Background: an optimization exercise with open tools, aiming at a short achievable clock period and few clock cycles. Do not read the settings as production practice.
At most, simulation tests tie the RTL to the original design; equivalence was not proved.
Power and IR drop assume default switching activity.

## riscv_processor
module riscv_processor(clk, rst, imem_addr, imem_rdata, dmem_addr, dmem_wdata, dmem_we, dmem_rdata);
For scale: roughly 6,400 cells after synthesis, roughly 2,100 flip-flops, roughly 0.094 sq mm of cells after synthesis.
export LEC_CHECK = 0
export ABC_CLOCK_PERIOD_IN_PS = 3000
export CAP_MARGIN = 20
export CORE_MARGIN = 2
export CORE_UTILIZATION = 60
export CTS_CLUSTER_DIAMETER = 100
export CTS_CLUSTER_SIZE = 22
export PLACE_DENSITY = 0.75
export SETUP_SLACK_MARGIN = 5
export SLEW_MARGIN = 20
create_clock -name core_clock -period 12.0 [get_ports {clk}]
standard.sh (not shown) runs the stock make flow with config.mk's settings and CLKGATE_MAP_FILE= SYNTH_SCRIPT=/design/flow/synth_recipe.tcl, a recipe that flattens the netlist after the stock synthesis.
==> flow/flow/run.sh <==
#!/bin/bash
set -euo pipefail
cd "$(dirname "$0")/.."
bash standard.sh SETUP_SLACK_MARGIN=8.8 "BUFFER_PORTS_ARGS=-buffer_cell sky130_fd_sc_hd__buf_4" finish > standard.log 2>&1
Then changed:
--- a/flow/design.v
+++ b/flow/design.v
@@ -3,19 +3,18 @@
     output [31:0] imem_addr;
     input  [31:0] imem_rdata;
     output [31:0] dmem_addr;
     output [31:0] dmem_wdata;
     output dmem_we;
     input  [31:0] dmem_rdata;
     localparam NB = 4;
     reg [31:0] fa;                   
     reg [31:0] fa_o;                 
-    reg [31:0] fa_b;                 
     reg        f2v;                  
     reg [31:0] f2pc;
     reg        f2pt;                 
     reg [NB-1:0] f2hv;               
     reg        skv;                  
     reg [31:0] sk, skpc;
     reg        skpt;
     reg [NB-1:0] skhv;
     reg        dv;                   
@@ -90,27 +89,21 @@
     wire hM2 = mwe  & c2M;
     wire hW2 = wwe  & c2W;
     wire hX2 = w2we & c2X;
     wire d_ldx0 = dv & d_L & (rs1 == 5'd0) & ~e_load & ~e_store;
     wire mld = mload & ~m_early;                    
     wire st1 = use1 & ((hE1 & e_load) | (~hE1 & hM1 & mld));
     wire st2 = use2 & ((hE2 & e_load) | (~hE2 & hM2 & mld));
     wire stallD = dv & (st1 | st2);
     wire [31:0] wbv_n = wload ? dmem_rdata : wres;
-    wire sE1 = hE1, sM1 = ~hE1 & hM1, sW1 = ~hE1 & ~hM1 & hW1, sX1 = ~hE1 & ~hM1 & ~hW1 & hX1;
-    wire sR1 = ~hE1 & ~hM1 & ~hW1 & ~hX1;
-    wire sE2 = hE2, sM2 = ~hE2 & hM2, sW2 = ~hE2 & ~hM2 & hW2, sX2 = ~hE2 & ~hM2 & ~hW2 & hX2;
-    wire sR2 = ~hE2 & ~hM2 & ~hW2 & ~hX2;
     wire [31:0] mres_n = m_early ? dmem_rdata : mres;
-    wire [31:0] dA = ({32{sE1}} & res) | ({32{sM1}} & mres_n) | ({32{sW1}} & wbv_n) |
-                     ({32{sX1}} & wbv) | ({32{sR1}} & rf1);
-    wire [31:0] dB = ({32{sE2}} & res) | ({32{sM2}} & mres_n) | ({32{sW2}} & wbv_n) |
-                     ({32{sX2}} & wbv) | ({32{sR2}} & rf2);
+    wire [31:0] dA = hE1 ? res : hM1 ? mres_n : hW1 ? wbv_n : hX1 ? wbv : rf1;
+    wire [31:0] dB = hE2 ? res : hM2 ? mres_n : hW2 ? wbv_n : hX2 ? wbv : rf2;
     wire d_sub = (d_R & (f3 == 3'b000) & ir[30]) | ((d_R | d_I) & (f3 == 3'b010));
     wire [31:0] A  = ea;
     wire [31:0] B  = eb;
     wire [33:0] s34 = {1'b0, A, 1'b1} + {1'b0, B, e_sub};
     wire [31:0] jt = A + eimm;
     wire [31:0] sum = s34[32:1];
     wire lt = ~s34[33];
     assign res = ({32{e_rsum}} & sum) | ({32{e_rand}} & (A & B)) | ({32{e_ror}} & (A | B)) |
                       {31'd0, e_rslt & lt} | ({32{e_rimm}} & eimm) | ({32{e_rlink}} & epc4);
@@ -126,19 +119,19 @@
                 (d_J & (ir[31:12] == 20'h00400));
     wire redirD = dv & ~stallD & ~redirE & ~d_t4 & (d_des ^ dpt);
     wire [31:0] tgtD = d_des ? dbt : dpc4;
     reg [NB-1:0] hv;
     reg [31:0] btarget;
     integer k;
     always @(*) begin
         btarget = 32'd0;
         for (k = 0; k < NB; k = k + 1) begin
-            hv[k] = bv[k] & (btag[k] == fa_b);
+            hv[k] = bv[k] & (btag[k] == fa);
             btarget = btarget | ({32{hv[k]}} & btgt[k]);
         end
     end
     wire bhit = |hv;
     wire flush = redirE | redirD;
     wire issue = dv & ~stallD & ~redirE;
     assign imem_addr = fa_o;
     always @(posedge clk or posedge rst) begin
         if (rst) begin
@@ -159,21 +152,18 @@
     wire [31:0] fa_n = redirE ? tgtE : (redirD ? tgtD : (stallD ? fa : (bhit ? btarget : fa + 32'd4)));
     always @(posedge clk or posedge rst) begin
         if (rst) fa <= 32'd0;
         else     fa <= fa_n;
     end
     always @(posedge clk) begin
         if (rst) fa_o <= 32'd0;
         else     fa_o <= fa_n;
     end
-    always @(posedge clk) begin
-        fa_b <= fa_n;
-    end
     wire [31:0] nir = skv ? sk : imem_rdata;
     always @(posedge clk) begin
         if (stallD) begin
             c1E <= 1'b0; c1M <= c1E; c1W <= c1M; c1X <= c1W;
             c2E <= 1'b0; c2M <= c2E; c2W <= c2M; c2X <= c2W;
         end else begin
             c1E <= nir[19:15] == rd;  c1M <= nir[19:15] == erd;
             c1W <= nir[19:15] == mrd; c1X <= nir[19:15] == wrd;
             c2E <= nir[24:20] == rd;  c2M <= nir[24:20] == erd;
Combinational power goes up by 7.6%.
Routed wire length rises by 5.9%.
Synthesized cell count rises by 1.5%.
Count of clock-buffer cells in the layout drops by 32.
Cell area climbs by 1.0%.
First-iteration DRC count grows by 7.4%.
Testbench counts after the change, summed over its fixed seeds: cycles 128,965.
Function not checked in the first run of this note: the RTL went through the layout flow alone.

static timing again, ports no longer ideal:
No port has a modelled driver above. Below, the same layouts with a new extraction and two added sets of constraints.
Step 1, drivers: a clkbuf_16 drives clk and a buf_2 each remaining input, both assumed.
Step 2 adds t to the input delays and takes it off the output delays; t is the mean of the earliest and latest rising clock arrival at the registers after step 1. Input paths then give back, and output paths get back, about the clock's delay inside the block.
a / b / c = no drivers / after step 1 / after step 2; a / b = the first two.
run	t (ns)	slack for setup (ns)	worst register clock-pin slew, ns	worst data-port slew with drivers (ns)
the first run	0.874	8.268 / 8.185 / 7.834	0.11 / 0.11	0.22
the second run	0.869	8.243 / 8.228 / 7.790	0.10 / 0.10	0.21
After both steps setup and hold are still met in every run listed. For the second run, which loses most, drivers alone change the setup slack by -0.015 ns; drivers and shift together by -0.453 ns.
